From an optimization exercise on the open Yosys and OpenROAD flow, aimed at small area, a short achievable clock period and few clock cycles; shortcuts taken in it are not production practice. Only simulation tests tie the RTL to the original design; equivalence was not proved.

### flow/flow/run.sh
#!/bin/bash
set -euo pipefail
export BUFFER_PORTS_ARGS="-buffer_cell sky130_fd_sc_hd__buf_1"
export SETUP_SLACK_MARGIN=6
bash standard.sh > standard.log 2>&1
### flow/constraint.sdc
create_clock -name core_clock -period 10.0 [get_ports {clk}]
set_input_delay 2.0000 -clock core_clock [delete_from_list [all_inputs] [get_ports {clk}]]
set_output_delay 2.0000 -clock core_clock [all_outputs]
set_load 0.01 [all_outputs]
### flow/config.mk
export PLATFORM = sky130hd
export DESIGN_NAME = encrpytion
export DESIGN_NICKNAME = encrpytion
export VERILOG_FILES = /design/flow/design.v
export SDC_FILE = /design/flow/constraint.sdc
export NUM_CORES = 4
export LEC_CHECK = 0
export ABC_AREA = 1
export CAP_MARGIN = 20
export CORE_MARGIN = 2
export CORE_UTILIZATION = 45
export PLACE_DENSITY = 0.6
export SLEW_MARGIN = 20
### flow/design.v
module encrpytion        
    # (parameter k = 32)(
    input clk,               
    input rst,               
    input en,                
    input [k-1:0]a,          
    input [2*k-1:0]n,        
    input [k:0]e,            
    output [k-1:0]cipher,    
    output reg ready_flag    
    );
reg  [k-1:0] R;          
reg  [k-1:0] P;          
reg  [k-1:0] Ni;         
reg          bq;         
reg  [4:0]   cnt;        
reg  [4:0]   idx;        
reg          ebit;       
reg          sq;         
reg          run;        
assign cipher = R;
reg  [4:0] idx0;
integer i;
always @(*) begin
    idx0 = 5'd0;
    for (i = 1; i <= k; i = i + 1)
        if (e[i]) idx0 = i - 1;
end
wire [k+2:0] x  = {2'b00, P, 1'b0};
wire [k+2:0] y  = {3'b000, bq ? R : {k{1'b0}}};
wire [k+2:0] z1 = {3'b111, Ni};           
wire [k+2:0] z2 = {2'b11, Ni, 1'b1};      
wire [k+2:0] s1 = x ^ y ^ z1;
wire [k+2:0] c1 = (x & y) | (x & z1) | (y & z1);
wire [k+2:0] s2 = x ^ y ^ z2;
wire [k+2:0] c2 = (x & y) | (x & z2) | (y & z2);
wire [34:0] ad0_p0 = x ^ y;
wire [34:0] ad0_g0 = x & y;
wire [34:0] ad0_G0 = {ad0_g0[34:1], ad0_g0[0] | (ad0_p0[0] & 1'b0)};
wire [34:0] ad0_P0 = ad0_p0;
wire ad0_g1_1 = ad0_G0[1] | (ad0_P0[1] & ad0_G0[0]);
wire ad0_p1_1 = ad0_P0[1] & ad0_P0[0];
wire ad0_g1_3 = ad0_G0[3] | (ad0_P0[3] & ad0_G0[2]);
wire ad0_p1_3 = ad0_P0[3] & ad0_P0[2];
wire ad0_g1_5 = ad0_G0[5] | (ad0_P0[5] & ad0_G0[4]);
wire ad0_p1_5 = ad0_P0[5] & ad0_P0[4];
wire ad0_g1_7 = ad0_G0[7] | (ad0_P0[7] & ad0_G0[6]);
wire ad0_p1_7 = ad0_P0[7] & ad0_P0[6];
wire ad0_g1_9 = ad0_G0[9] | (ad0_P0[9] & ad0_G0[8]);
wire ad0_p1_9 = ad0_P0[9] & ad0_P0[8];
wire ad0_g1_11 = ad0_G0[11] | (ad0_P0[11] & ad0_G0[10]);
wire ad0_p1_11 = ad0_P0[11] & ad0_P0[10];
wire ad0_g1_13 = ad0_G0[13] | (ad0_P0[13] & ad0_G0[12]);
wire ad0_p1_13 = ad0_P0[13] & ad0_P0[12];
wire ad0_g1_15 = ad0_G0[15] | (ad0_P0[15] & ad0_G0[14]);
wire ad0_p1_15 = ad0_P0[15] & ad0_P0[14];
wire ad0_g1_17 = ad0_G0[17] | (ad0_P0[17] & ad0_G0[16]);
wire ad0_p1_17 = ad0_P0[17] & ad0_P0[16];
wire ad0_g1_19 = ad0_G0[19] | (ad0_P0[19] & ad0_G0[18]);
wire ad0_p1_19 = ad0_P0[19] & ad0_P0[18];
wire ad0_g1_21 = ad0_G0[21] | (ad0_P0[21] & ad0_G0[20]);
wire ad0_p1_21 = ad0_P0[21] & ad0_P0[20];
wire ad0_g1_23 = ad0_G0[23] | (ad0_P0[23] & ad0_G0[22]);
wire ad0_p1_23 = ad0_P0[23] & ad0_P0[22];
wire ad0_g1_25 = ad0_G0[25] | (ad0_P0[25] & ad0_G0[24]);
wire ad0_p1_25 = ad0_P0[25] & ad0_P0[24];
wire ad0_g1_27 = ad0_G0[27] | (ad0_P0[27] & ad0_G0[26]);
wire ad0_p1_27 = ad0_P0[27] & ad0_P0[26];
wire ad0_g1_29 = ad0_G0[29] | (ad0_P0[29] & ad0_G0[28]);
wire ad0_p1_29 = ad0_P0[29] & ad0_P0[28];
wire ad0_g1_31 = ad0_G0[31] | (ad0_P0[31] & ad0_G0[30]);
wire ad0_p1_31 = ad0_P0[31] & ad0_P0[30];
wire ad0_g1_33 = ad0_G0[33] | (ad0_P0[33] & ad0_G0[32]);
wire ad0_p1_33 = ad0_P0[33] & ad0_P0[32];
wire ad0_g2_2 = ad0_G0[2] | (ad0_P0[2] & ad0_g1_1);
wire ad0_p2_2 = ad0_P0[2] & ad0_p1_1;
wire ad0_g2_3 = ad0_g1_3 | (ad0_p1_3 & ad0_g1_1);
wire ad0_p2_3 = ad0_p1_3 & ad0_p1_1;
wire ad0_g2_6 = ad0_G0[6] | (ad0_P0[6] & ad0_g1_5);
wire ad0_p2_6 = ad0_P0[6] & ad0_p1_5;
wire ad0_g2_7 = ad0_g1_7 | (ad0_p1_7 & ad0_g1_5);
wire ad0_p2_7 = ad0_p1_7 & ad0_p1_5;
wire ad0_g2_10 = ad0_G0[10] | (ad0_P0[10] & ad0_g1_9);
wire ad0_p2_10 = ad0_P0[10] & ad0_p1_9;
wire ad0_g2_11 = ad0_g1_11 | (ad0_p1_11 & ad0_g1_9);
wire ad0_p2_11 = ad0_p1_11 & ad0_p1_9;
wire ad0_g2_14 = ad0_G0[14] | (ad0_P0[14] & ad0_g1_13);
wire ad0_p2_14 = ad0_P0[14] & ad0_p1_13;
wire ad0_g2_15 = ad0_g1_15 | (ad0_p1_15 & ad0_g1_13);
wire ad0_p2_15 = ad0_p1_15 & ad0_p1_13;
wire ad0_g2_18 = ad0_G0[18] | (ad0_P0[18] & ad0_g1_17);
wire ad0_p2_18 = ad0_P0[18] & ad0_p1_17;
wire ad0_g2_19 = ad0_g1_19 | (ad0_p1_19 & ad0_g1_17);
wire ad0_p2_19 = ad0_p1_19 & ad0_p1_17;
wire ad0_g2_22 = ad0_G0[22] | (ad0_P0[22] & ad0_g1_21);
wire ad0_p2_22 = ad0_P0[22] & ad0_p1_21;
wire ad0_g2_23 = ad0_g1_23 | (ad0_p1_23 & ad0_g1_21);
wire ad0_p2_23 = ad0_p1_23 & ad0_p1_21;
wire ad0_g2_26 = ad0_G0[26] | (ad0_P0[26] & ad0_g1_25);
wire ad0_p2_26 = ad0_P0[26] & ad0_p1_25;
wire ad0_g2_27 = ad0_g1_27 | (ad0_p1_27 & ad0_g1_25);
wire ad0_p2_27 = ad0_p1_27 & ad0_p1_25;
wire ad0_g2_30 = ad0_G0[30] | (ad0_P0[30] & ad0_g1_29);
wire ad0_p2_30 = ad0_P0[30] & ad0_p1_29;
wire ad0_g2_31 = ad0_g1_31 | (ad0_p1_31 & ad0_g1_29);
wire ad0_p2_31 = ad0_p1_31 & ad0_p1_29;
wire ad0_g2_34 = ad0_G0[34] | (ad0_P0[34] & ad0_g1_33);
wire ad0_p2_34 = ad0_P0[34] & ad0_p1_33;
wire ad0_g3_4 = ad0_G0[4] | (ad0_P0[4] & ad0_g2_3);
wire ad0_p3_4 = ad0_P0[4] & ad0_p2_3;
wire ad0_g3_5 = ad0_g1_5 | (ad0_p1_5 & ad0_g2_3);
wire ad0_p3_5 = ad0_p1_5 & ad0_p2_3;
wire ad0_g3_6 = ad0_g2_6 | (ad0_p2_6 & ad0_g2_3);
wire ad0_p3_6 = ad0_p2_6 & ad0_p2_3;
wire ad0_g3_7 = ad0_g2_7 | (ad0_p2_7 & ad0_g2_3);
wire ad0_p3_7 = ad0_p2_7 & ad0_p2_3;
wire ad0_g3_12 = ad0_G0[12] | (ad0_P0[12] & ad0_g2_11);
wire ad0_p3_12 = ad0_P0[12] & ad0_p2_11;
wire ad0_g3_13 = ad0_g1_13 | (ad0_p1_13 & ad0_g2_11);
wire ad0_p3_13 = ad0_p1_13 & ad0_p2_11;
wire ad0_g3_14 = ad0_g2_14 | (ad0_p2_14 & ad0_g2_11);
wire ad0_p3_14 = ad0_p2_14 & ad0_p2_11;
wire ad0_g3_15 = ad0_g2_15 | (ad0_p2_15 & ad0_g2_11);
wire ad0_p3_15 = ad0_p2_15 & ad0_p2_11;
wire ad0_g3_20 = ad0_G0[20] | (ad0_P0[20] & ad0_g2_19);
wire ad0_p3_20 = ad0_P0[20] & ad0_p2_19;
wire ad0_g3_21 = ad0_g1_21 | (ad0_p1_21 & ad0_g2_19);
wire ad0_p3_21 = ad0_p1_21 & ad0_p2_19;
wire ad0_g3_22 = ad0_g2_22 | (ad0_p2_22 & ad0_g2_19);
wire ad0_p3_22 = ad0_p2_22 & ad0_p2_19;
wire ad0_g3_23 = ad0_g2_23 | (ad0_p2_23 & ad0_g2_19);
wire ad0_p3_23 = ad0_p2_23 & ad0_p2_19;
wire ad0_g3_28 = ad0_G0[28] | (ad0_P0[28] & ad0_g2_27);
wire ad0_p3_28 = ad0_P0[28] & ad0_p2_27;
wire ad0_g3_29 = ad0_g1_29 | (ad0_p1_29 & ad0_g2_27);
wire ad0_p3_29 = ad0_p1_29 & ad0_p2_27;
wire ad0_g3_30 = ad0_g2_30 | (ad0_p2_30 & ad0_g2_27);
wire ad0_p3_30 = ad0_p2_30 & ad0_p2_27;
wire ad0_g3_31 = ad0_g2_31 | (ad0_p2_31 & ad0_g2_27);
wire ad0_p3_31 = ad0_p2_31 & ad0_p2_27;
wire ad0_g4_8 = ad0_G0[8] | (ad0_P0[8] & ad0_g3_7);
wire ad0_p4_8 = ad0_P0[8] & ad0_p3_7;
wire ad0_g4_9 = ad0_g1_9 | (ad0_p1_9 & ad0_g3_7);
wire ad0_p4_9 = ad0_p1_9 & ad0_p3_7;
wire ad0_g4_10 = ad0_g2_10 | (ad0_p2_10 & ad0_g3_7);
wire ad0_p4_10 = ad0_p2_10 & ad0_p3_7;
wire ad0_g4_11 = ad0_g2_11 | (ad0_p2_11 & ad0_g3_7);
wire ad0_p4_11 = ad0_p2_11 & ad0_p3_7;
wire ad0_g4_12 = ad0_g3_12 | (ad0_p3_12 & ad0_g3_7);
wire ad0_p4_12 = ad0_p3_12 & ad0_p3_7;
wire ad0_g4_13 = ad0_g3_13 | (ad0_p3_13 & ad0_g3_7);
wire ad0_p4_13 = ad0_p3_13 & ad0_p3_7;
wire ad0_g4_14 = ad0_g3_14 | (ad0_p3_14 & ad0_g3_7);
wire ad0_p4_14 = ad0_p3_14 & ad0_p3_7;
wire ad0_g4_15 = ad0_g3_15 | (ad0_p3_15 & ad0_g3_7);
wire ad0_p4_15 = ad0_p3_15 & ad0_p3_7;
wire ad0_g4_24 = ad0_G0[24] | (ad0_P0[24] & ad0_g3_23);
wire ad0_p4_24 = ad0_P0[24] & ad0_p3_23;
wire ad0_g4_25 = ad0_g1_25 | (ad0_p1_25 & ad0_g3_23);
wire ad0_p4_25 = ad0_p1_25 & ad0_p3_23;
wire ad0_g4_26 = ad0_g2_26 | (ad0_p2_26 & ad0_g3_23);
wire ad0_p4_26 = ad0_p2_26 & ad0_p3_23;
wire ad0_g4_27 = ad0_g2_27 | (ad0_p2_27 & ad0_g3_23);
wire ad0_p4_27 = ad0_p2_27 & ad0_p3_23;
wire ad0_g4_28 = ad0_g3_28 | (ad0_p3_28 & ad0_g3_23);
wire ad0_p4_28 = ad0_p3_28 & ad0_p3_23;
wire ad0_g4_29 = ad0_g3_29 | (ad0_p3_29 & ad0_g3_23);
wire ad0_p4_29 = ad0_p3_29 & ad0_p3_23;
wire ad0_g4_30 = ad0_g3_30 | (ad0_p3_30 & ad0_g3_23);
wire ad0_p4_30 = ad0_p3_30 & ad0_p3_23;
wire ad0_g4_31 = ad0_g3_31 | (ad0_p3_31 & ad0_g3_23);
wire ad0_p4_31 = ad0_p3_31 & ad0_p3_23;
wire ad0_g5_16 = ad0_G0[16] | (ad0_P0[16] & ad0_g4_15);
wire ad0_p5_16 = ad0_P0[16] & ad0_p4_15;
wire ad0_g5_17 = ad0_g1_17 | (ad0_p1_17 & ad0_g4_15);
wire ad0_p5_17 = ad0_p1_17 & ad0_p4_15;
wire ad0_g5_18 = ad0_g2_18 | (ad0_p2_18 & ad0_g4_15);
wire ad0_p5_18 = ad0_p2_18 & ad0_p4_15;
wire ad0_g5_19 = ad0_g2_19 | (ad0_p2_19 & ad0_g4_15);
wire ad0_p5_19 = ad0_p2_19 & ad0_p4_15;
wire ad0_g5_20 = ad0_g3_20 | (ad0_p3_20 & ad0_g4_15);
wire ad0_p5_20 = ad0_p3_20 & ad0_p4_15;
wire ad0_g5_21 = ad0_g3_21 | (ad0_p3_21 & ad0_g4_15);
wire ad0_p5_21 = ad0_p3_21 & ad0_p4_15;
wire ad0_g5_22 = ad0_g3_22 | (ad0_p3_22 & ad0_g4_15);
wire ad0_p5_22 = ad0_p3_22 & ad0_p4_15;
wire ad0_g5_23 = ad0_g3_23 | (ad0_p3_23 & ad0_g4_15);
wire ad0_p5_23 = ad0_p3_23 & ad0_p4_15;
wire ad0_g5_24 = ad0_g4_24 | (ad0_p4_24 & ad0_g4_15);
wire ad0_p5_24 = ad0_p4_24 & ad0_p4_15;
wire ad0_g5_25 = ad0_g4_25 | (ad0_p4_25 & ad0_g4_15);
wire ad0_p5_25 = ad0_p4_25 & ad0_p4_15;
wire ad0_g5_26 = ad0_g4_26 | (ad0_p4_26 & ad0_g4_15);
wire ad0_p5_26 = ad0_p4_26 & ad0_p4_15;
wire ad0_g5_27 = ad0_g4_27 | (ad0_p4_27 & ad0_g4_15);
wire ad0_p5_27 = ad0_p4_27 & ad0_p4_15;
wire ad0_g5_28 = ad0_g4_28 | (ad0_p4_28 & ad0_g4_15);
wire ad0_p5_28 = ad0_p4_28 & ad0_p4_15;
wire ad0_g5_29 = ad0_g4_29 | (ad0_p4_29 & ad0_g4_15);
wire ad0_p5_29 = ad0_p4_29 & ad0_p4_15;
wire ad0_g5_30 = ad0_g4_30 | (ad0_p4_30 & ad0_g4_15);
wire ad0_p5_30 = ad0_p4_30 & ad0_p4_15;
wire ad0_g5_31 = ad0_g4_31 | (ad0_p4_31 & ad0_g4_15);
wire ad0_p5_31 = ad0_p4_31 & ad0_p4_15;
wire ad0_g6_32 = ad0_G0[32] | (ad0_P0[32] & ad0_g5_31);
wire ad0_p6_32 = ad0_P0[32] & ad0_p5_31;
wire ad0_g6_33 = ad0_g1_33 | (ad0_p1_33 & ad0_g5_31);
wire ad0_p6_33 = ad0_p1_33 & ad0_p5_31;
wire ad0_g6_34 = ad0_g2_34 | (ad0_p2_34 & ad0_g5_31);
wire ad0_p6_34 = ad0_p2_34 & ad0_p5_31;
wire [34:0] t0 = ad0_p0 ^ {ad0_g6_33, ad0_g6_32, ad0_g5_31, ad0_g5_30, ad0_g5_29, ad0_g5_28, ad0_g5_27, ad0_g5_26, ad0_g5_25, ad0_g5_24, ad0_g5_23, ad0_g5_22, ad0_g5_21, ad0_g5_20, ad0_g5_19, ad0_g5_18, ad0_g5_17, ad0_g5_16, ad0_g4_15, ad0_g4_14, ad0_g4_13, ad0_g4_12, ad0_g4_11, ad0_g4_10, ad0_g4_9, ad0_g4_8, ad0_g3_7, ad0_g3_6, ad0_g3_5, ad0_g3_4, ad0_g2_3, ad0_g2_2, ad0_g1_1, ad0_G0[0], 1'b0};
wire [34:0] ad1_p0 = s1 ^ {c1[k+1:0], 1'b0};
wire [34:0] ad1_g0 = s1 & {c1[k+1:0], 1'b0};
wire [34:0] ad1_G0 = {ad1_g0[34:1], ad1_g0[0] | (ad1_p0[0] & 1'b1)};
wire [34:0] ad1_P0 = ad1_p0;
wire ad1_g1_1 = ad1_G0[1] | (ad1_P0[1] & ad1_G0[0]);
wire ad1_p1_1 = ad1_P0[1] & ad1_P0[0];
wire ad1_g1_3 = ad1_G0[3] | (ad1_P0[3] & ad1_G0[2]);
wire ad1_p1_3 = ad1_P0[3] & ad1_P0[2];
wire ad1_g1_5 = ad1_G0[5] | (ad1_P0[5] & ad1_G0[4]);
wire ad1_p1_5 = ad1_P0[5] & ad1_P0[4];
wire ad1_g1_7 = ad1_G0[7] | (ad1_P0[7] & ad1_G0[6]);
wire ad1_p1_7 = ad1_P0[7] & ad1_P0[6];
wire ad1_g1_9 = ad1_G0[9] | (ad1_P0[9] & ad1_G0[8]);
wire ad1_p1_9 = ad1_P0[9] & ad1_P0[8];
wire ad1_g1_11 = ad1_G0[11] | (ad1_P0[11] & ad1_G0[10]);
wire ad1_p1_11 = ad1_P0[11] & ad1_P0[10];
wire ad1_g1_13 = ad1_G0[13] | (ad1_P0[13] & ad1_G0[12]);
wire ad1_p1_13 = ad1_P0[13] & ad1_P0[12];
wire ad1_g1_15 = ad1_G0[15] | (ad1_P0[15] & ad1_G0[14]);
wire ad1_p1_15 = ad1_P0[15] & ad1_P0[14];
wire ad1_g1_17 = ad1_G0[17] | (ad1_P0[17] & ad1_G0[16]);
wire ad1_p1_17 = ad1_P0[17] & ad1_P0[16];
wire ad1_g1_19 = ad1_G0[19] | (ad1_P0[19] & ad1_G0[18]);
wire ad1_p1_19 = ad1_P0[19] & ad1_P0[18];
wire ad1_g1_21 = ad1_G0[21] | (ad1_P0[21] & ad1_G0[20]);
wire ad1_p1_21 = ad1_P0[21] & ad1_P0[20];
wire ad1_g1_23 = ad1_G0[23] | (ad1_P0[23] & ad1_G0[22]);
wire ad1_p1_23 = ad1_P0[23] & ad1_P0[22];
wire ad1_g1_25 = ad1_G0[25] | (ad1_P0[25] & ad1_G0[24]);
wire ad1_p1_25 = ad1_P0[25] & ad1_P0[24];
wire ad1_g1_27 = ad1_G0[27] | (ad1_P0[27] & ad1_G0[26]);
wire ad1_p1_27 = ad1_P0[27] & ad1_P0[26];
wire ad1_g1_29 = ad1_G0[29] | (ad1_P0[29] & ad1_G0[28]);
wire ad1_p1_29 = ad1_P0[29] & ad1_P0[28];
wire ad1_g1_31 = ad1_G0[31] | (ad1_P0[31] & ad1_G0[30]);
wire ad1_p1_31 = ad1_P0[31] & ad1_P0[30];
wire ad1_g1_33 = ad1_G0[33] | (ad1_P0[33] & ad1_G0[32]);
wire ad1_p1_33 = ad1_P0[33] & ad1_P0[32];
wire ad1_g2_2 = ad1_G0[2] | (ad1_P0[2] & ad1_g1_1);
wire ad1_p2_2 = ad1_P0[2] & ad1_p1_1;
wire ad1_g2_3 = ad1_g1_3 | (ad1_p1_3 & ad1_g1_1);
wire ad1_p2_3 = ad1_p1_3 & ad1_p1_1;
wire ad1_g2_6 = ad1_G0[6] | (ad1_P0[6] & ad1_g1_5);
wire ad1_p2_6 = ad1_P0[6] & ad1_p1_5;
wire ad1_g2_7 = ad1_g1_7 | (ad1_p1_7 & ad1_g1_5);
wire ad1_p2_7 = ad1_p1_7 & ad1_p1_5;
wire ad1_g2_10 = ad1_G0[10] | (ad1_P0[10] & ad1_g1_9);
wire ad1_p2_10 = ad1_P0[10] & ad1_p1_9;
wire ad1_g2_11 = ad1_g1_11 | (ad1_p1_11 & ad1_g1_9);
wire ad1_p2_11 = ad1_p1_11 & ad1_p1_9;
wire ad1_g2_14 = ad1_G0[14] | (ad1_P0[14] & ad1_g1_13);
wire ad1_p2_14 = ad1_P0[14] & ad1_p1_13;
wire ad1_g2_15 = ad1_g1_15 | (ad1_p1_15 & ad1_g1_13);
wire ad1_p2_15 = ad1_p1_15 & ad1_p1_13;
wire ad1_g2_18 = ad1_G0[18] | (ad1_P0[18] & ad1_g1_17);
wire ad1_p2_18 = ad1_P0[18] & ad1_p1_17;
wire ad1_g2_19 = ad1_g1_19 | (ad1_p1_19 & ad1_g1_17);
wire ad1_p2_19 = ad1_p1_19 & ad1_p1_17;
wire ad1_g2_22 = ad1_G0[22] | (ad1_P0[22] & ad1_g1_21);
wire ad1_p2_22 = ad1_P0[22] & ad1_p1_21;
wire ad1_g2_23 = ad1_g1_23 | (ad1_p1_23 & ad1_g1_21);
wire ad1_p2_23 = ad1_p1_23 & ad1_p1_21;
wire ad1_g2_26 = ad1_G0[26] | (ad1_P0[26] & ad1_g1_25);
wire ad1_p2_26 = ad1_P0[26] & ad1_p1_25;
wire ad1_g2_27 = ad1_g1_27 | (ad1_p1_27 & ad1_g1_25);
wire ad1_p2_27 = ad1_p1_27 & ad1_p1_25;
wire ad1_g2_30 = ad1_G0[30] | (ad1_P0[30] & ad1_g1_29);
wire ad1_p2_30 = ad1_P0[30] & ad1_p1_29;
wire ad1_g2_31 = ad1_g1_31 | (ad1_p1_31 & ad1_g1_29);
wire ad1_p2_31 = ad1_p1_31 & ad1_p1_29;
wire ad1_g2_34 = ad1_G0[34] | (ad1_P0[34] & ad1_g1_33);
wire ad1_p2_34 = ad1_P0[34] & ad1_p1_33;
wire ad1_g3_4 = ad1_G0[4] | (ad1_P0[4] & ad1_g2_3);
wire ad1_p3_4 = ad1_P0[4] & ad1_p2_3;
wire ad1_g3_5 = ad1_g1_5 | (ad1_p1_5 & ad1_g2_3);
wire ad1_p3_5 = ad1_p1_5 & ad1_p2_3;
wire ad1_g3_6 = ad1_g2_6 | (ad1_p2_6 & ad1_g2_3);
wire ad1_p3_6 = ad1_p2_6 & ad1_p2_3;
wire ad1_g3_7 = ad1_g2_7 | (ad1_p2_7 & ad1_g2_3);
wire ad1_p3_7 = ad1_p2_7 & ad1_p2_3;
wire ad1_g3_12 = ad1_G0[12] | (ad1_P0[12] & ad1_g2_11);
wire ad1_p3_12 = ad1_P0[12] & ad1_p2_11;
wire ad1_g3_13 = ad1_g1_13 | (ad1_p1_13 & ad1_g2_11);
wire ad1_p3_13 = ad1_p1_13 & ad1_p2_11;
wire ad1_g3_14 = ad1_g2_14 | (ad1_p2_14 & ad1_g2_11);
wire ad1_p3_14 = ad1_p2_14 & ad1_p2_11;
wire ad1_g3_15 = ad1_g2_15 | (ad1_p2_15 & ad1_g2_11);
wire ad1_p3_15 = ad1_p2_15 & ad1_p2_11;
wire ad1_g3_20 = ad1_G0[20] | (ad1_P0[20] & ad1_g2_19);
wire ad1_p3_20 = ad1_P0[20] & ad1_p2_19;
wire ad1_g3_21 = ad1_g1_21 | (ad1_p1_21 & ad1_g2_19);
wire ad1_p3_21 = ad1_p1_21 & ad1_p2_19;
wire ad1_g3_22 = ad1_g2_22 | (ad1_p2_22 & ad1_g2_19);
wire ad1_p3_22 = ad1_p2_22 & ad1_p2_19;
wire ad1_g3_23 = ad1_g2_23 | (ad1_p2_23 & ad1_g2_19);
wire ad1_p3_23 = ad1_p2_23 & ad1_p2_19;
wire ad1_g3_28 = ad1_G0[28] | (ad1_P0[28] & ad1_g2_27);
wire ad1_p3_28 = ad1_P0[28] & ad1_p2_27;
wire ad1_g3_29 = ad1_g1_29 | (ad1_p1_29 & ad1_g2_27);
wire ad1_p3_29 = ad1_p1_29 & ad1_p2_27;
wire ad1_g3_30 = ad1_g2_30 | (ad1_p2_30 & ad1_g2_27);
wire ad1_p3_30 = ad1_p2_30 & ad1_p2_27;
wire ad1_g3_31 = ad1_g2_31 | (ad1_p2_31 & ad1_g2_27);
wire ad1_p3_31 = ad1_p2_31 & ad1_p2_27;
wire ad1_g4_8 = ad1_G0[8] | (ad1_P0[8] & ad1_g3_7);
wire ad1_p4_8 = ad1_P0[8] & ad1_p3_7;
wire ad1_g4_9 = ad1_g1_9 | (ad1_p1_9 & ad1_g3_7);
wire ad1_p4_9 = ad1_p1_9 & ad1_p3_7;
wire ad1_g4_10 = ad1_g2_10 | (ad1_p2_10 & ad1_g3_7);
wire ad1_p4_10 = ad1_p2_10 & ad1_p3_7;
wire ad1_g4_11 = ad1_g2_11 | (ad1_p2_11 & ad1_g3_7);
wire ad1_p4_11 = ad1_p2_11 & ad1_p3_7;
wire ad1_g4_12 = ad1_g3_12 | (ad1_p3_12 & ad1_g3_7);
wire ad1_p4_12 = ad1_p3_12 & ad1_p3_7;
wire ad1_g4_13 = ad1_g3_13 | (ad1_p3_13 & ad1_g3_7);
wire ad1_p4_13 = ad1_p3_13 & ad1_p3_7;
wire ad1_g4_14 = ad1_g3_14 | (ad1_p3_14 & ad1_g3_7);
wire ad1_p4_14 = ad1_p3_14 & ad1_p3_7;
wire ad1_g4_15 = ad1_g3_15 | (ad1_p3_15 & ad1_g3_7);
wire ad1_p4_15 = ad1_p3_15 & ad1_p3_7;
wire ad1_g4_24 = ad1_G0[24] | (ad1_P0[24] & ad1_g3_23);
wire ad1_p4_24 = ad1_P0[24] & ad1_p3_23;
wire ad1_g4_25 = ad1_g1_25 | (ad1_p1_25 & ad1_g3_23);
wire ad1_p4_25 = ad1_p1_25 & ad1_p3_23;
wire ad1_g4_26 = ad1_g2_26 | (ad1_p2_26 & ad1_g3_23);
wire ad1_p4_26 = ad1_p2_26 & ad1_p3_23;
wire ad1_g4_27 = ad1_g2_27 | (ad1_p2_27 & ad1_g3_23);
wire ad1_p4_27 = ad1_p2_27 & ad1_p3_23;
wire ad1_g4_28 = ad1_g3_28 | (ad1_p3_28 & ad1_g3_23);
wire ad1_p4_28 = ad1_p3_28 & ad1_p3_23;
wire ad1_g4_29 = ad1_g3_29 | (ad1_p3_29 & ad1_g3_23);
wire ad1_p4_29 = ad1_p3_29 & ad1_p3_23;
wire ad1_g4_30 = ad1_g3_30 | (ad1_p3_30 & ad1_g3_23);
wire ad1_p4_30 = ad1_p3_30 & ad1_p3_23;
wire ad1_g4_31 = ad1_g3_31 | (ad1_p3_31 & ad1_g3_23);
wire ad1_p4_31 = ad1_p3_31 & ad1_p3_23;
wire ad1_g5_16 = ad1_G0[16] | (ad1_P0[16] & ad1_g4_15);
wire ad1_p5_16 = ad1_P0[16] & ad1_p4_15;
wire ad1_g5_17 = ad1_g1_17 | (ad1_p1_17 & ad1_g4_15);
wire ad1_p5_17 = ad1_p1_17 & ad1_p4_15;
wire ad1_g5_18 = ad1_g2_18 | (ad1_p2_18 & ad1_g4_15);
wire ad1_p5_18 = ad1_p2_18 & ad1_p4_15;
wire ad1_g5_19 = ad1_g2_19 | (ad1_p2_19 & ad1_g4_15);
wire ad1_p5_19 = ad1_p2_19 & ad1_p4_15;
wire ad1_g5_20 = ad1_g3_20 | (ad1_p3_20 & ad1_g4_15);
wire ad1_p5_20 = ad1_p3_20 & ad1_p4_15;
wire ad1_g5_21 = ad1_g3_21 | (ad1_p3_21 & ad1_g4_15);
wire ad1_p5_21 = ad1_p3_21 & ad1_p4_15;
wire ad1_g5_22 = ad1_g3_22 | (ad1_p3_22 & ad1_g4_15);
wire ad1_p5_22 = ad1_p3_22 & ad1_p4_15;
wire ad1_g5_23 = ad1_g3_23 | (ad1_p3_23 & ad1_g4_15);
wire ad1_p5_23 = ad1_p3_23 & ad1_p4_15;
wire ad1_g5_24 = ad1_g4_24 | (ad1_p4_24 & ad1_g4_15);
wire ad1_p5_24 = ad1_p4_24 & ad1_p4_15;
wire ad1_g5_25 = ad1_g4_25 | (ad1_p4_25 & ad1_g4_15);
wire ad1_p5_25 = ad1_p4_25 & ad1_p4_15;
wire ad1_g5_26 = ad1_g4_26 | (ad1_p4_26 & ad1_g4_15);
wire ad1_p5_26 = ad1_p4_26 & ad1_p4_15;
wire ad1_g5_27 = ad1_g4_27 | (ad1_p4_27 & ad1_g4_15);
wire ad1_p5_27 = ad1_p4_27 & ad1_p4_15;
wire ad1_g5_28 = ad1_g4_28 | (ad1_p4_28 & ad1_g4_15);
wire ad1_p5_28 = ad1_p4_28 & ad1_p4_15;
wire ad1_g5_29 = ad1_g4_29 | (ad1_p4_29 & ad1_g4_15);
wire ad1_p5_29 = ad1_p4_29 & ad1_p4_15;
wire ad1_g5_30 = ad1_g4_30 | (ad1_p4_30 & ad1_g4_15);
wire ad1_p5_30 = ad1_p4_30 & ad1_p4_15;
wire ad1_g5_31 = ad1_g4_31 | (ad1_p4_31 & ad1_g4_15);
wire ad1_p5_31 = ad1_p4_31 & ad1_p4_15;
wire ad1_g6_32 = ad1_G0[32] | (ad1_P0[32] & ad1_g5_31);
wire ad1_p6_32 = ad1_P0[32] & ad1_p5_31;
wire ad1_g6_33 = ad1_g1_33 | (ad1_p1_33 & ad1_g5_31);
wire ad1_p6_33 = ad1_p1_33 & ad1_p5_31;
wire ad1_g6_34 = ad1_g2_34 | (ad1_p2_34 & ad1_g5_31);
wire ad1_p6_34 = ad1_p2_34 & ad1_p5_31;
wire [34:0] t1 = ad1_p0 ^ {ad1_g6_33, ad1_g6_32, ad1_g5_31, ad1_g5_30, ad1_g5_29, ad1_g5_28, ad1_g5_27, ad1_g5_26, ad1_g5_25, ad1_g5_24, ad1_g5_23, ad1_g5_22, ad1_g5_21, ad1_g5_20, ad1_g5_19, ad1_g5_18, ad1_g5_17, ad1_g5_16, ad1_g4_15, ad1_g4_14, ad1_g4_13, ad1_g4_12, ad1_g4_11, ad1_g4_10, ad1_g4_9, ad1_g4_8, ad1_g3_7, ad1_g3_6, ad1_g3_5, ad1_g3_4, ad1_g2_3, ad1_g2_2, ad1_g1_1, ad1_G0[0], 1'b1};
wire [34:0] ad2_p0 = s2 ^ {c2[k+1:0], 1'b0};
wire [34:0] ad2_g0 = s2 & {c2[k+1:0], 1'b0};
wire [34:0] ad2_G0 = {ad2_g0[34:1], ad2_g0[0] | (ad2_p0[0] & 1'b1)};
wire [34:0] ad2_P0 = ad2_p0;
wire ad2_g1_1 = ad2_G0[1] | (ad2_P0[1] & ad2_G0[0]);
wire ad2_p1_1 = ad2_P0[1] & ad2_P0[0];
wire ad2_g1_3 = ad2_G0[3] | (ad2_P0[3] & ad2_G0[2]);
wire ad2_p1_3 = ad2_P0[3] & ad2_P0[2];
wire ad2_g1_5 = ad2_G0[5] | (ad2_P0[5] & ad2_G0[4]);
wire ad2_p1_5 = ad2_P0[5] & ad2_P0[4];
wire ad2_g1_7 = ad2_G0[7] | (ad2_P0[7] & ad2_G0[6]);
wire ad2_p1_7 = ad2_P0[7] & ad2_P0[6];
wire ad2_g1_9 = ad2_G0[9] | (ad2_P0[9] & ad2_G0[8]);
wire ad2_p1_9 = ad2_P0[9] & ad2_P0[8];
wire ad2_g1_11 = ad2_G0[11] | (ad2_P0[11] & ad2_G0[10]);
wire ad2_p1_11 = ad2_P0[11] & ad2_P0[10];
wire ad2_g1_13 = ad2_G0[13] | (ad2_P0[13] & ad2_G0[12]);
wire ad2_p1_13 = ad2_P0[13] & ad2_P0[12];
wire ad2_g1_15 = ad2_G0[15] | (ad2_P0[15] & ad2_G0[14]);
wire ad2_p1_15 = ad2_P0[15] & ad2_P0[14];
wire ad2_g1_17 = ad2_G0[17] | (ad2_P0[17] & ad2_G0[16]);
wire ad2_p1_17 = ad2_P0[17] & ad2_P0[16];
wire ad2_g1_19 = ad2_G0[19] | (ad2_P0[19] & ad2_G0[18]);
wire ad2_p1_19 = ad2_P0[19] & ad2_P0[18];
wire ad2_g1_21 = ad2_G0[21] | (ad2_P0[21] & ad2_G0[20]);
wire ad2_p1_21 = ad2_P0[21] & ad2_P0[20];
wire ad2_g1_23 = ad2_G0[23] | (ad2_P0[23] & ad2_G0[22]);
wire ad2_p1_23 = ad2_P0[23] & ad2_P0[22];
wire ad2_g1_25 = ad2_G0[25] | (ad2_P0[25] & ad2_G0[24]);
wire ad2_p1_25 = ad2_P0[25] & ad2_P0[24];
wire ad2_g1_27 = ad2_G0[27] | (ad2_P0[27] & ad2_G0[26]);
wire ad2_p1_27 = ad2_P0[27] & ad2_P0[26];
wire ad2_g1_29 = ad2_G0[29] | (ad2_P0[29] & ad2_G0[28]);
wire ad2_p1_29 = ad2_P0[29] & ad2_P0[28];
wire ad2_g1_31 = ad2_G0[31] | (ad2_P0[31] & ad2_G0[30]);
wire ad2_p1_31 = ad2_P0[31] & ad2_P0[30];
wire ad2_g1_33 = ad2_G0[33] | (ad2_P0[33] & ad2_G0[32]);
wire ad2_p1_33 = ad2_P0[33] & ad2_P0[32];
wire ad2_g2_2 = ad2_G0[2] | (ad2_P0[2] & ad2_g1_1);
wire ad2_p2_2 = ad2_P0[2] & ad2_p1_1;
wire ad2_g2_3 = ad2_g1_3 | (ad2_p1_3 & ad2_g1_1);
wire ad2_p2_3 = ad2_p1_3 & ad2_p1_1;
wire ad2_g2_6 = ad2_G0[6] | (ad2_P0[6] & ad2_g1_5);
wire ad2_p2_6 = ad2_P0[6] & ad2_p1_5;
wire ad2_g2_7 = ad2_g1_7 | (ad2_p1_7 & ad2_g1_5);
wire ad2_p2_7 = ad2_p1_7 & ad2_p1_5;
wire ad2_g2_10 = ad2_G0[10] | (ad2_P0[10] & ad2_g1_9);
wire ad2_p2_10 = ad2_P0[10] & ad2_p1_9;
wire ad2_g2_11 = ad2_g1_11 | (ad2_p1_11 & ad2_g1_9);
wire ad2_p2_11 = ad2_p1_11 & ad2_p1_9;
wire ad2_g2_14 = ad2_G0[14] | (ad2_P0[14] & ad2_g1_13);
wire ad2_p2_14 = ad2_P0[14] & ad2_p1_13;
wire ad2_g2_15 = ad2_g1_15 | (ad2_p1_15 & ad2_g1_13);
wire ad2_p2_15 = ad2_p1_15 & ad2_p1_13;
wire ad2_g2_18 = ad2_G0[18] | (ad2_P0[18] & ad2_g1_17);
wire ad2_p2_18 = ad2_P0[18] & ad2_p1_17;
wire ad2_g2_19 = ad2_g1_19 | (ad2_p1_19 & ad2_g1_17);
wire ad2_p2_19 = ad2_p1_19 & ad2_p1_17;
wire ad2_g2_22 = ad2_G0[22] | (ad2_P0[22] & ad2_g1_21);
wire ad2_p2_22 = ad2_P0[22] & ad2_p1_21;
wire ad2_g2_23 = ad2_g1_23 | (ad2_p1_23 & ad2_g1_21);
wire ad2_p2_23 = ad2_p1_23 & ad2_p1_21;
wire ad2_g2_26 = ad2_G0[26] | (ad2_P0[26] & ad2_g1_25);
wire ad2_p2_26 = ad2_P0[26] & ad2_p1_25;
wire ad2_g2_27 = ad2_g1_27 | (ad2_p1_27 & ad2_g1_25);
wire ad2_p2_27 = ad2_p1_27 & ad2_p1_25;
wire ad2_g2_30 = ad2_G0[30] | (ad2_P0[30] & ad2_g1_29);
wire ad2_p2_30 = ad2_P0[30] & ad2_p1_29;
wire ad2_g2_31 = ad2_g1_31 | (ad2_p1_31 & ad2_g1_29);
wire ad2_p2_31 = ad2_p1_31 & ad2_p1_29;
wire ad2_g2_34 = ad2_G0[34] | (ad2_P0[34] & ad2_g1_33);
wire ad2_p2_34 = ad2_P0[34] & ad2_p1_33;
wire ad2_g3_4 = ad2_G0[4] | (ad2_P0[4] & ad2_g2_3);
wire ad2_p3_4 = ad2_P0[4] & ad2_p2_3;
wire ad2_g3_5 = ad2_g1_5 | (ad2_p1_5 & ad2_g2_3);
wire ad2_p3_5 = ad2_p1_5 & ad2_p2_3;
wire ad2_g3_6 = ad2_g2_6 | (ad2_p2_6 & ad2_g2_3);
wire ad2_p3_6 = ad2_p2_6 & ad2_p2_3;
wire ad2_g3_7 = ad2_g2_7 | (ad2_p2_7 & ad2_g2_3);
wire ad2_p3_7 = ad2_p2_7 & ad2_p2_3;
wire ad2_g3_12 = ad2_G0[12] | (ad2_P0[12] & ad2_g2_11);
wire ad2_p3_12 = ad2_P0[12] & ad2_p2_11;
wire ad2_g3_13 = ad2_g1_13 | (ad2_p1_13 & ad2_g2_11);
wire ad2_p3_13 = ad2_p1_13 & ad2_p2_11;
wire ad2_g3_14 = ad2_g2_14 | (ad2_p2_14 & ad2_g2_11);
wire ad2_p3_14 = ad2_p2_14 & ad2_p2_11;
wire ad2_g3_15 = ad2_g2_15 | (ad2_p2_15 & ad2_g2_11);
wire ad2_p3_15 = ad2_p2_15 & ad2_p2_11;
wire ad2_g3_20 = ad2_G0[20] | (ad2_P0[20] & ad2_g2_19);
wire ad2_p3_20 = ad2_P0[20] & ad2_p2_19;
wire ad2_g3_21 = ad2_g1_21 | (ad2_p1_21 & ad2_g2_19);
wire ad2_p3_21 = ad2_p1_21 & ad2_p2_19;
wire ad2_g3_22 = ad2_g2_22 | (ad2_p2_22 & ad2_g2_19);
wire ad2_p3_22 = ad2_p2_22 & ad2_p2_19;
wire ad2_g3_23 = ad2_g2_23 | (ad2_p2_23 & ad2_g2_19);
wire ad2_p3_23 = ad2_p2_23 & ad2_p2_19;
wire ad2_g3_28 = ad2_G0[28] | (ad2_P0[28] & ad2_g2_27);
wire ad2_p3_28 = ad2_P0[28] & ad2_p2_27;
wire ad2_g3_29 = ad2_g1_29 | (ad2_p1_29 & ad2_g2_27);
wire ad2_p3_29 = ad2_p1_29 & ad2_p2_27;
wire ad2_g3_30 = ad2_g2_30 | (ad2_p2_30 & ad2_g2_27);
wire ad2_p3_30 = ad2_p2_30 & ad2_p2_27;
wire ad2_g3_31 = ad2_g2_31 | (ad2_p2_31 & ad2_g2_27);
wire ad2_p3_31 = ad2_p2_31 & ad2_p2_27;
wire ad2_g4_8 = ad2_G0[8] | (ad2_P0[8] & ad2_g3_7);
wire ad2_p4_8 = ad2_P0[8] & ad2_p3_7;
wire ad2_g4_9 = ad2_g1_9 | (ad2_p1_9 & ad2_g3_7);
wire ad2_p4_9 = ad2_p1_9 & ad2_p3_7;
wire ad2_g4_10 = ad2_g2_10 | (ad2_p2_10 & ad2_g3_7);
wire ad2_p4_10 = ad2_p2_10 & ad2_p3_7;
wire ad2_g4_11 = ad2_g2_11 | (ad2_p2_11 & ad2_g3_7);
wire ad2_p4_11 = ad2_p2_11 & ad2_p3_7;
wire ad2_g4_12 = ad2_g3_12 | (ad2_p3_12 & ad2_g3_7);
wire ad2_p4_12 = ad2_p3_12 & ad2_p3_7;
wire ad2_g4_13 = ad2_g3_13 | (ad2_p3_13 & ad2_g3_7);
wire ad2_p4_13 = ad2_p3_13 & ad2_p3_7;
wire ad2_g4_14 = ad2_g3_14 | (ad2_p3_14 & ad2_g3_7);
wire ad2_p4_14 = ad2_p3_14 & ad2_p3_7;
wire ad2_g4_15 = ad2_g3_15 | (ad2_p3_15 & ad2_g3_7);
wire ad2_p4_15 = ad2_p3_15 & ad2_p3_7;
wire ad2_g4_24 = ad2_G0[24] | (ad2_P0[24] & ad2_g3_23);
wire ad2_p4_24 = ad2_P0[24] & ad2_p3_23;
wire ad2_g4_25 = ad2_g1_25 | (ad2_p1_25 & ad2_g3_23);
wire ad2_p4_25 = ad2_p1_25 & ad2_p3_23;
wire ad2_g4_26 = ad2_g2_26 | (ad2_p2_26 & ad2_g3_23);
wire ad2_p4_26 = ad2_p2_26 & ad2_p3_23;
wire ad2_g4_27 = ad2_g2_27 | (ad2_p2_27 & ad2_g3_23);
wire ad2_p4_27 = ad2_p2_27 & ad2_p3_23;
wire ad2_g4_28 = ad2_g3_28 | (ad2_p3_28 & ad2_g3_23);
wire ad2_p4_28 = ad2_p3_28 & ad2_p3_23;
wire ad2_g4_29 = ad2_g3_29 | (ad2_p3_29 & ad2_g3_23);
wire ad2_p4_29 = ad2_p3_29 & ad2_p3_23;
wire ad2_g4_30 = ad2_g3_30 | (ad2_p3_30 & ad2_g3_23);
wire ad2_p4_30 = ad2_p3_30 & ad2_p3_23;
wire ad2_g4_31 = ad2_g3_31 | (ad2_p3_31 & ad2_g3_23);
wire ad2_p4_31 = ad2_p3_31 & ad2_p3_23;
wire ad2_g5_16 = ad2_G0[16] | (ad2_P0[16] & ad2_g4_15);
wire ad2_p5_16 = ad2_P0[16] & ad2_p4_15;
wire ad2_g5_17 = ad2_g1_17 | (ad2_p1_17 & ad2_g4_15);
wire ad2_p5_17 = ad2_p1_17 & ad2_p4_15;
wire ad2_g5_18 = ad2_g2_18 | (ad2_p2_18 & ad2_g4_15);
wire ad2_p5_18 = ad2_p2_18 & ad2_p4_15;
wire ad2_g5_19 = ad2_g2_19 | (ad2_p2_19 & ad2_g4_15);
wire ad2_p5_19 = ad2_p2_19 & ad2_p4_15;
wire ad2_g5_20 = ad2_g3_20 | (ad2_p3_20 & ad2_g4_15);
wire ad2_p5_20 = ad2_p3_20 & ad2_p4_15;
wire ad2_g5_21 = ad2_g3_21 | (ad2_p3_21 & ad2_g4_15);
wire ad2_p5_21 = ad2_p3_21 & ad2_p4_15;
wire ad2_g5_22 = ad2_g3_22 | (ad2_p3_22 & ad2_g4_15);
wire ad2_p5_22 = ad2_p3_22 & ad2_p4_15;
wire ad2_g5_23 = ad2_g3_23 | (ad2_p3_23 & ad2_g4_15);
wire ad2_p5_23 = ad2_p3_23 & ad2_p4_15;
wire ad2_g5_24 = ad2_g4_24 | (ad2_p4_24 & ad2_g4_15);
wire ad2_p5_24 = ad2_p4_24 & ad2_p4_15;
wire ad2_g5_25 = ad2_g4_25 | (ad2_p4_25 & ad2_g4_15);
wire ad2_p5_25 = ad2_p4_25 & ad2_p4_15;
wire ad2_g5_26 = ad2_g4_26 | (ad2_p4_26 & ad2_g4_15);
wire ad2_p5_26 = ad2_p4_26 & ad2_p4_15;
wire ad2_g5_27 = ad2_g4_27 | (ad2_p4_27 & ad2_g4_15);
wire ad2_p5_27 = ad2_p4_27 & ad2_p4_15;
wire ad2_g5_28 = ad2_g4_28 | (ad2_p4_28 & ad2_g4_15);
wire ad2_p5_28 = ad2_p4_28 & ad2_p4_15;
wire ad2_g5_29 = ad2_g4_29 | (ad2_p4_29 & ad2_g4_15);
wire ad2_p5_29 = ad2_p4_29 & ad2_p4_15;
wire ad2_g5_30 = ad2_g4_30 | (ad2_p4_30 & ad2_g4_15);
wire ad2_p5_30 = ad2_p4_30 & ad2_p4_15;
wire ad2_g5_31 = ad2_g4_31 | (ad2_p4_31 & ad2_g4_15);
wire ad2_p5_31 = ad2_p4_31 & ad2_p4_15;
wire ad2_g6_32 = ad2_G0[32] | (ad2_P0[32] & ad2_g5_31);
wire ad2_p6_32 = ad2_P0[32] & ad2_p5_31;
wire ad2_g6_33 = ad2_g1_33 | (ad2_p1_33 & ad2_g5_31);
wire ad2_p6_33 = ad2_p1_33 & ad2_p5_31;
wire ad2_g6_34 = ad2_g2_34 | (ad2_p2_34 & ad2_g5_31);
wire ad2_p6_34 = ad2_p2_34 & ad2_p5_31;
wire [34:0] t2 = ad2_p0 ^ {ad2_g6_33, ad2_g6_32, ad2_g5_31, ad2_g5_30, ad2_g5_29, ad2_g5_28, ad2_g5_27, ad2_g5_26, ad2_g5_25, ad2_g5_24, ad2_g5_23, ad2_g5_22, ad2_g5_21, ad2_g5_20, ad2_g5_19, ad2_g5_18, ad2_g5_17, ad2_g5_16, ad2_g4_15, ad2_g4_14, ad2_g4_13, ad2_g4_12, ad2_g4_11, ad2_g4_10, ad2_g4_9, ad2_g4_8, ad2_g3_7, ad2_g3_6, ad2_g3_5, ad2_g3_4, ad2_g2_3, ad2_g2_2, ad2_g1_1, ad2_G0[0], 1'b1};
wire [k-1:0] res = !t2[k+2] ? t2[k-1:0] : !t1[k+2] ? t1[k-1:0] : t0[k-1:0];
wire last   = (cnt == 5'd31);
wire domul  = sq & ebit;
wire finish = last & ~domul & (idx == 5'd0);
wire idle   = ~run & ~ready_flag;
always @(posedge clk or posedge rst) begin
    if (rst) begin
        run <= 1'b0;
        ready_flag <= 1'b0;
    end else begin
        run <= en & (idle | (run & ~finish));
        ready_flag <= en & (ready_flag | (run & finish));
    end
end
always @(posedge clk)
    Ni <= ~n[k-1:0];
function [5:0] first_bit;      
    input [2:0] top;           
    begin
        if (top[2])      first_bit = {1'b1, 5'd30};
        else if (top[1]) first_bit = {1'b1, 5'd29};
        else             first_bit = {top[0], 5'd28};
    end
endfunction
wire [5:0] fa = first_bit(a[k-1:k-3]);
wire [5:0] fr = first_bit(res[k-1:k-3]);
always @(posedge clk) begin
    ebit <= e[idx];
    P <= (idle | last) ? {k{1'b0}} : res;
    if (idle) begin
        R   <= a;
        {bq, cnt} <= fa;
        idx <= idx0;
        sq  <= 1'b1;
    end else if (run) begin
        cnt <= cnt - 5'd1;
        if (last) begin
            R <= res;
            if (domul) begin
                sq <= 1'b0;
                {bq, cnt} <= fa;
            end else begin
                sq  <= 1'b1;
                {bq, cnt} <= fr;
                idx <= idx - 5'd1;
            end
        end else begin
            bq <= sq ? R[cnt] : a[cnt];
        end
    end
end
endmodule
### flow/standard.sh
#!/bin/bash
# synth_recipe.tcl (not shown) runs the flow's synth.tcl, then flattens the netlist and writes it again
# the make line also repeats each setting of config.mk as NAME=value (left out here)
make -C /OpenROAD-flow-scripts/flow DESIGN_CONFIG=/design/flow/config.mk WORK_HOME=/design/flow/orfs CLKGATE_MAP_FILE= SYNTH_SCRIPT=/design/flow/synth_recipe.tcl "${@:-finish}"
==> qor.txt, run 1 <==
status -> timing/DRC/antenna clean
drt pass-1 iters -> 5
final setup fails -> 0
TritonCTS clock tree -> yes
Final Hold Fails -> 0
Tcrit/Tclk final -> 39.4%
hpwl dp -> 22.7 mm
GRT Overall Usage -> 25.7%
Commonest cells post-synth -> nand2_1, inv_1, nor2_1, ha_1, o21ai_0
mean post-synth cell area -> 7.73 um^2
die height -> 158 um
worst hold path type -> register to register
Netlist Area Pre-Place -> 10,700 um^2
Max Slew Vio Count -> 0
cell taking the most area after synthesis -> fa_1
first-pass GRT wire length -> 49.8 mm
asr flop ratio synth -> 1.80%
Clk pin slew, worst setup/hold paths -> 0.08 ns
port buffer count -> 132
CTS root buf -> clkbuf_16
Core ar. -> 23,400 um^2
starting density of the core -> 45.8%
maximum number of pins on one net before global-route repair -> 49
post-synthesis compound-gate area fraction -> 17.3%
ranking of synthesized cells by area -> fa_1, dfxtp_1, edfxtp_1
crit path capture type -> register
DR vias -> 10,040
Vias per Instance -> 5.33
cell count after synthesis -> 1,387
post-synthesis xor/xnor area fraction -> 4.90%
maximum fanout along the worst path -> 8
Finished Layout Cells -> 1,883
post-layout util -> 54.9%
# IOs -> 165
syn_nets -> 1,692
fmax -> 254 MHz
Worst Tran Pin Value -> 0.977 ns
count leader, synth -> nand2_1
CP startpoint kind -> register
antenna violations before repair -> 0
GP Congestion -> 0.848
latest clock arrival within the worst-skew pair -> 0.36 ns
RSZ-0062 raised after global routing -> true
clock buffer count from CTS -> 9
Layout area overhead -> 19.8%
Worst EP arrival -> 4.17 ns
vias in the first global route -> 9,587
Post-CTS Hold Fix Bufs -> 0
mux contribution to synthesized area -> 0.478%
H-tree levels -> 3
Die Wd -> 158 um
maxcap violations -> 0
Rows -> 56
post-synthesis sequential area ratio -> 24.8%
Setup TNS -> 0 ns
CTS Buffer Depth -> 2
Slew headroom -> 34.8%
layout cells sized above 1 -> 11.6%
DR iter-0 viols -> 852
synth unique cells -> 54
antenna-violating nets left -> 0
remaining global-route overflow -> 0
Primary FF master, synth -> dfxtp_1
Residual DRC -> 0
clk sinks -> 111
Layout Nets -> 1,864
placed insts -> 1,801
post-synthesis adder-cell area fraction -> 25.5%
Post-Synth Simple-Gate Area -> 18.1%
Routed wire per std cell -> 17.3 um
Ys Warns -> 1
area share of the largest cell type after synthesis -> 14.2%
Filler cells -> 2,247
n_diodes -> 0
wirelength, routed -> 32.6 mm
CP Data Required Time -> 10.23 ns
largest family of logic cells by synthesized area -> adder cells
WS Path Type -> register to register
Synth Register Bits -> 111
Min Clock Period, post-route -> 3.94 ns
Post-synth EDFFs -> 43
die area -> 25,100 um^2
Worst Skew -> 0.00918 ns
-- cells in the final DEF, fill, tap and decap left out, drive strengths merged --
master	count
clkbuf	13
clkinv	9
or2	5
a21boi	2
nor3	10
o31ai	4
mux2	1
buf	194
edfxtp	43
nor4	1
a211oi	1
xnor2	20
nand4	8
a22oi	1
a221o	1
inv	203
a21o	2
nand3	42
o22ai	8
o21ai	136
o311ai	1
o211ai	10
fa	76
o221ai	11
nor2	157
ha	97
nand3b	3
a21oi	94
dfrtp	2
a31oi	18
a32oi	3
and3	2
mux2i	4
nand2	253
xor2	40
o21bai	18
dfxtp	66
and2	2
a221oi	3
-- sequential cells by signal, summed over array words and instances, names as in the netlist --
register,cells
P,32
run,1
cnt,5
bq,1
idx,5
Ni,32
ready_flag,1
ebit,1
R,32
sq,1
-- layout make-up --
cell class	instances	area, um^2	area share [%]
repair buffers	196	1110	8.64
multi-input cells	1034	7540	58.7
clock inverters	5	33.8	0.263
well taps	319	399	3.11
flip-flops and latches	111	2660	20.7
clock buffers	11	233	1.81
inverters	203	793	6.18
repair inverters	4	71.3	0.555
-- repair_timing --
action | 4_1_cts | 5_1_grt
endpoints found under the hold margin | 0 | 0
cloned | 5 | 4
gates resized for setup | 31 | 91
endpoints found under the setup margin | 67 | 67
pin swaps | 10 | 41
setup buffers | 19 | 38
-- metal layers --
metal  share of wire [%]  GRT usage [%]  vias to the layer above
met2                  48           44.0                      334
met3                 6.6           4.27                       35
met1                  44           34.5                     4761
li1                    -              -                     4910
met5                   0              0                        -
met4                 1.8           5.36                        0
-- final timing paths --
path / start / endpoint / slack [ns] / cells past startpoint
setup / recovery: bq$_DFFE_PP_ / P[14]$_SDFF_PN0_ / 6.06 / 21
hold / removal: idx[4]$_DFFE_PP_ / ebit$_DFF_P_ / 0.54 / 2
setup reg to reg: bq$_DFFE_PP_ / P[14]$_SDFF_PN0_ / 6.06 / 21
hold reg to reg: idx[4]$_DFFE_PP_ / ebit$_DFF_P_ / 0.54 / 2
max in group asynchronous: rst / run$_DFF_PP0_ / 8.44 / 2
min in group asynchronous: rst / ready_flag$_DFF_PP0_ / 1.45 / 2
-- cells by family after synthesis --
logic type	Yosys count
simple gates	480
fa+ha+maj	173
mux	5
xor+xnor	60
buf+inv	245
flops	111
compound gates	313
-- critical path, stage by stage, from the launching register on --
cell and delay (ns):
edfxtp_1 0.44, buf_6 0.17, buf_12 0.15, nand2_4 0.06, inv_4 0.04, fa_1 0.56
ha_4 0.23, a21oi_4 0.13, o21bai_1 0.09, a21oi_1 0.18, inv_1 0.09, a221o_1 0.36
a21oi_4 0.23, o21ai_2 0.11, nand2_4 0.13, nand2_8 0.14, buf_6 0.21, clkinv_8 0.07
nand3_2 0.06, o211ai_1 0.13, buf_4 0.17, nor2_1 0.03
-- per-stage QoR --
step | hold slack (ns) | setup WS, ns | cell area, um^2
floorplan | 0.480 | 6.25 | 10700
CTS | 0.545 | 5.97 | 12100
detailed placement | 0.525 | 4.59 | 11500
global placement | 0.515 | 4.65 | 11500
global route | 0.584 | 5.89 | 12800
finish | 0.538 | 6.06 | 12800
Testbench counts, summed over its fixed seeds: cycles 6,039.
==> run 2, diff against run 1 <==
--- a/flow/config.mk
+++ b/flow/config.mk
@@ -10,4 +10,4 @@
 export CORE_MARGIN = 2
-export CORE_UTILIZATION = 45
-export PLACE_DENSITY = 0.6
+export CORE_UTILIZATION = 65
+export PLACE_DENSITY = 0.75
 export SLEW_MARGIN = 20
==> run 2 against run 1 <==
- hold slack worse by 0.018 ns
- synthesized cell count stayed put
- via count is 4.5% higher
- worst setup slack worse by 0.12 ns
- utilization is 25 points higher
- largest cell class unchanged
- die area is 30% lower
- cell count is 5.8% lower
- final area hardly changed
- wire length is 1.5% lower
- still clean
==> qor.txt, run 2 <==
die area -> 17,500 um^2 (-30%)
most common cell after layout, fill and taps aside -> nand2_1
starting density of the core -> 67.0% (+21 points)
largest registers -> Ni x32, P x32, R x32
Netlist Area Pre-Place -> 10,700 um^2 (unchanged)
Hold EP -> ebit$_DFF_P_
min-delay src -> idx[4]$_DFFE_PP_
CTS Buffer Depth -> 2 (unchanged)
first-pass GRT wire length -> 47.9 mm (-3.8%)
die height -> 132 um (-16%)
clk sinks -> 111 (unchanged)
Commonest cells post-synth -> nand2_1, inv_1, nor2_1, ha_1, o21ai_0
maximum number of pins on one net before global-route repair -> 49 (unchanged)
RR Endpoint -> R[17]$_DFFE_PP_
count leader, synth -> nand2_1
Worst EP arrival -> 4.16 ns (about the same)
GRT Overall Usage -> 34.1% (+8.4 points)
Setup TNS -> 0 ns (unchanged)
syn_nets -> 1,692 (unchanged)
CP Data Required Time -> 10.10 ns (-0.13 ns)
Die Wd -> 132 um (-16%)
Routed wire per std cell -> 18.1 um (+4.6%)
Post-Synth Simple-Gate Area -> 18.1% (unchanged)
drt pass-1 iters -> 7 (+2)
Tcrit/Tclk final -> 40.6% (+1.2 points)
post-layout util -> 80.3% (+25 points)
Core ar. -> 16,000 um^2 (-32%)
post-synthesis compound-gate area fraction -> 17.3% (unchanged)
n_diodes -> 0 (unchanged)
remaining global-route overflow -> 0 (unchanged)
worst setup margin -> 5.94 ns (-0.122 ns)
Primary FF master, synth -> dfxtp_1
mux contribution to synthesized area -> 0.478% (unchanged)
mean post-synth cell area -> 7.73 um^2 (unchanged)
largest family of logic cells by synthesized area -> adder cells
fmax -> 246 MHz (-3.0%)
ranking of synthesized cells by area -> fa_1, dfxtp_1, edfxtp_1
Post-CTS Hold Fix Bufs -> 0 (unchanged)
cell count after synthesis -> 1,387 (unchanged)
maxcap violations -> 0 (unchanged)
WS Path Type -> register to register
TritonCTS clock tree -> yes
Post-synth EDFFs -> 43 (unchanged)
worst reg2reg startpoint -> bq$_DFFE_PP_
Layout area overhead -> 19.7% (about the same)
Filler cells -> 1,152 (-49%)
CP startpoint kind -> register
latest clock arrival within the worst-skew pair -> 0.37 ns (about the same)
crit path capture type -> register
Multi-input gate area -> 7590 um^2 (+0.58%)
most frequent cells in the layout -> nand2_1, inv_1, nor2_1, buf_1, ha_1
clock buffer count from CTS -> 9 (unchanged)
asr flop ratio synth -> 1.80% (unchanged)
post-synthesis sequential area ratio -> 24.8% (unchanged)
# IOs -> 165 (unchanged)
Worst Tran Pin Value -> 1.07 ns (+0.0894 ns)
layout cells sized above 1 -> 12.4% (+0.82 points)
vias in the first global route -> 9,880 (+3.1%)
antenna violations before repair -> 0 (unchanged)
R2R Setup Slk -> 5.94 ns (-0.12 ns)
Layout Nets -> 1,857 (-0.38%)
Vias per Instance -> 5.92 (+11%)
RSZ-0062 raised after global routing -> true
Reg area -> 2660 um^2 (about the same)
worst hold path type -> register to register
maximum fanout along the worst path -> 6 (-2)
Synth Register Bits -> 111 (unchanged)
antenna-violating nets left -> 0 (unchanged)
post-synthesis adder-cell area fraction -> 25.5% (unchanged)
Min Clock Period, post-route -> 4.06 ns (+0.122 ns)
Max Slew Vio Count -> 0 (unchanged)
H-tree levels -> 3 (unchanged)
synth unique cells -> 54 (unchanged)
Place WS -> 4.74 ns (+0.146 ns)
DR vias -> 10,489 (+4.5%)
wirelength, routed -> 32.1 mm (-1.5%)
status -> timing/DRC/antenna clean
port buffer count -> 132 (unchanged)
Fin Hold WS -> 0.520 ns (-0.0181 ns)
cell taking the most area after synthesis -> fa_1
Worst Skew -> 0.0142 ns (+0.00500 ns)
Residual DRC -> 0 (unchanged)
R2R cell count -> 21 (unchanged)
Clk pin slew, worst setup/hold paths -> 0.08 ns (about the same)
GP Congestion -> 0.938 (+11%)
Ys Warns -> 1 (unchanged)
Rows -> 46 (-18%)
area share of the largest cell type after synthesis -> 14.2% (unchanged)
hpwl dp -> 21.2 mm (-6.4%)
Worst Hold Depth -> 2 (unchanged)
Final Hold Fails -> 0 (unchanged)
final setup fails -> 0 (unchanged)
CTS root buf -> clkbuf_16
Slew headroom -> 28.8% (-6.0 points)
DR iter-0 viols -> 1,084 (+27%)
post-synthesis xor/xnor area fraction -> 4.90% (unchanged)
run 2: worst max-delay path, cell delays in order (launching register included):
cell and delay (ns):
edfxtp_1 0.39, buf_6 0.17, buf_6 0.13, nand2_4 0.06, inv_4 0.05, fa_1 0.49, ha_4 0.32, nand3_2 0.09
nand2_2 0.11, nand2_2 0.06, nand2_2 0.08, nand3_2 0.09, nand2_4 0.11, a21oi_4 0.09, o21ai_4 0.24, buf_4 0.16
buf_4 0.13, inv_1 0.07, fa_1 0.45, xnor2_1 0.17, mux2i_1 0.22, o21ai_0 0.11
run 2: stage by stage:
step                      cells  instance area (um^2)
after floorplan            1387                 10700
after global placement     1699                 11400
after detailed placement   1699                 11400
after CTS                  1738                 12100
after global routing       1773                 12800
final                      1773                 12800
run 2: cell families after synthesis:
logic type / Yosys count
and+or+nand+nor: 480
AOI/OAI and AO/OA: 313
buffers and inverters: 245
adders and majority gates: 173
DFF: 111
xor gates and xnor gates: 60
muxes: 5
run 2: worst max path at each step:
stage	startpoint	to	cells past startpoint
global placement	bq$_DFFE_PP_	bq$_DFFE_PP_	20
floorplan	bq$_DFFE_PP_	R[17]$_DFFE_PP_	22
finish	bq$_DFFE_PP_	R[17]$_DFFE_PP_	21
global route	bq$_DFFE_PP_	R[27]$_DFFE_PP_	25
detailed placement	bq$_DFFE_PP_	bq$_DFFE_PP_	20
CTS	bq$_DFFE_PP_	bq$_DFFE_PP_	27
run 2: cell type report:
type / instances / share of cell area, %
Clock buffer: 9 / 1.75
Clock inverter: 7 / 0.926
Inverter: 203 / 6.22
Multi-Input combinational cell: 1032 / 59.1
Sequential cell: 111 / 20.7
Tap cell: 216 / 2.10
Timing Repair Buffer: 193 / 8.98
Timing Repair inverter: 2 / 0.214
run 2: timing repair:
action | CTS | global route
endpoints found under the setup margin | 67 | 67
resized for setup | 32 | 111
endpoints found under the hold margin | 0 | 0
cloned | 2 | 4
pin swaps | 9 | 48
setup buffers | 21 | 30
run 2: metal layers:
| metal | global-route usage (%) | share of wire [%] | routed length [um] | vias to the layer above |
|---|---|---|---|---|
| met4 | 12.5 | 4.2 | 1340 | 0 |
| met5 | 0 | 0 | 0 | - |
| met1 | 44.9 | 38 | 12200 | 4837 |
| met2 | 55.5 | 47 | 15000 | 628 |
| li1 | - | - | - | 4905 |
| met3 | 7.78 | 11 | 3590 | 119 |

[what the ideal ports hide]
Ports are ideal in the flow. The routed layouts listed here were re-timed in OpenROAD. Step 1, drivers: a clkbuf_16 drives clk and a buf_2 each remaining input, both assumed. Step 2 adds t to the input delays and takes it off the output delays; t is the mean of the earliest and latest rising clock arrival at the registers after step 1. Input paths then give back, and output paths get back, about the clock's delay inside the block. a / b / c = ideal / step 1 / step 2; a / b = the first two.
run | t, ns | setup WS [ns] | hold WS [ns] | worst register clock-pin slew, ns
run 1 | 0.407 | 6.060 / 6.060 / 6.060 | 0.538 / 0.538 / 0.538 | 0.08 / 0.08
run 2 | 0.411 | 5.938 / 5.938 / 5.938 | 0.520 / 0.520 / 0.520 | 0.08 / 0.08
After both steps setup and hold are still met in every run listed.
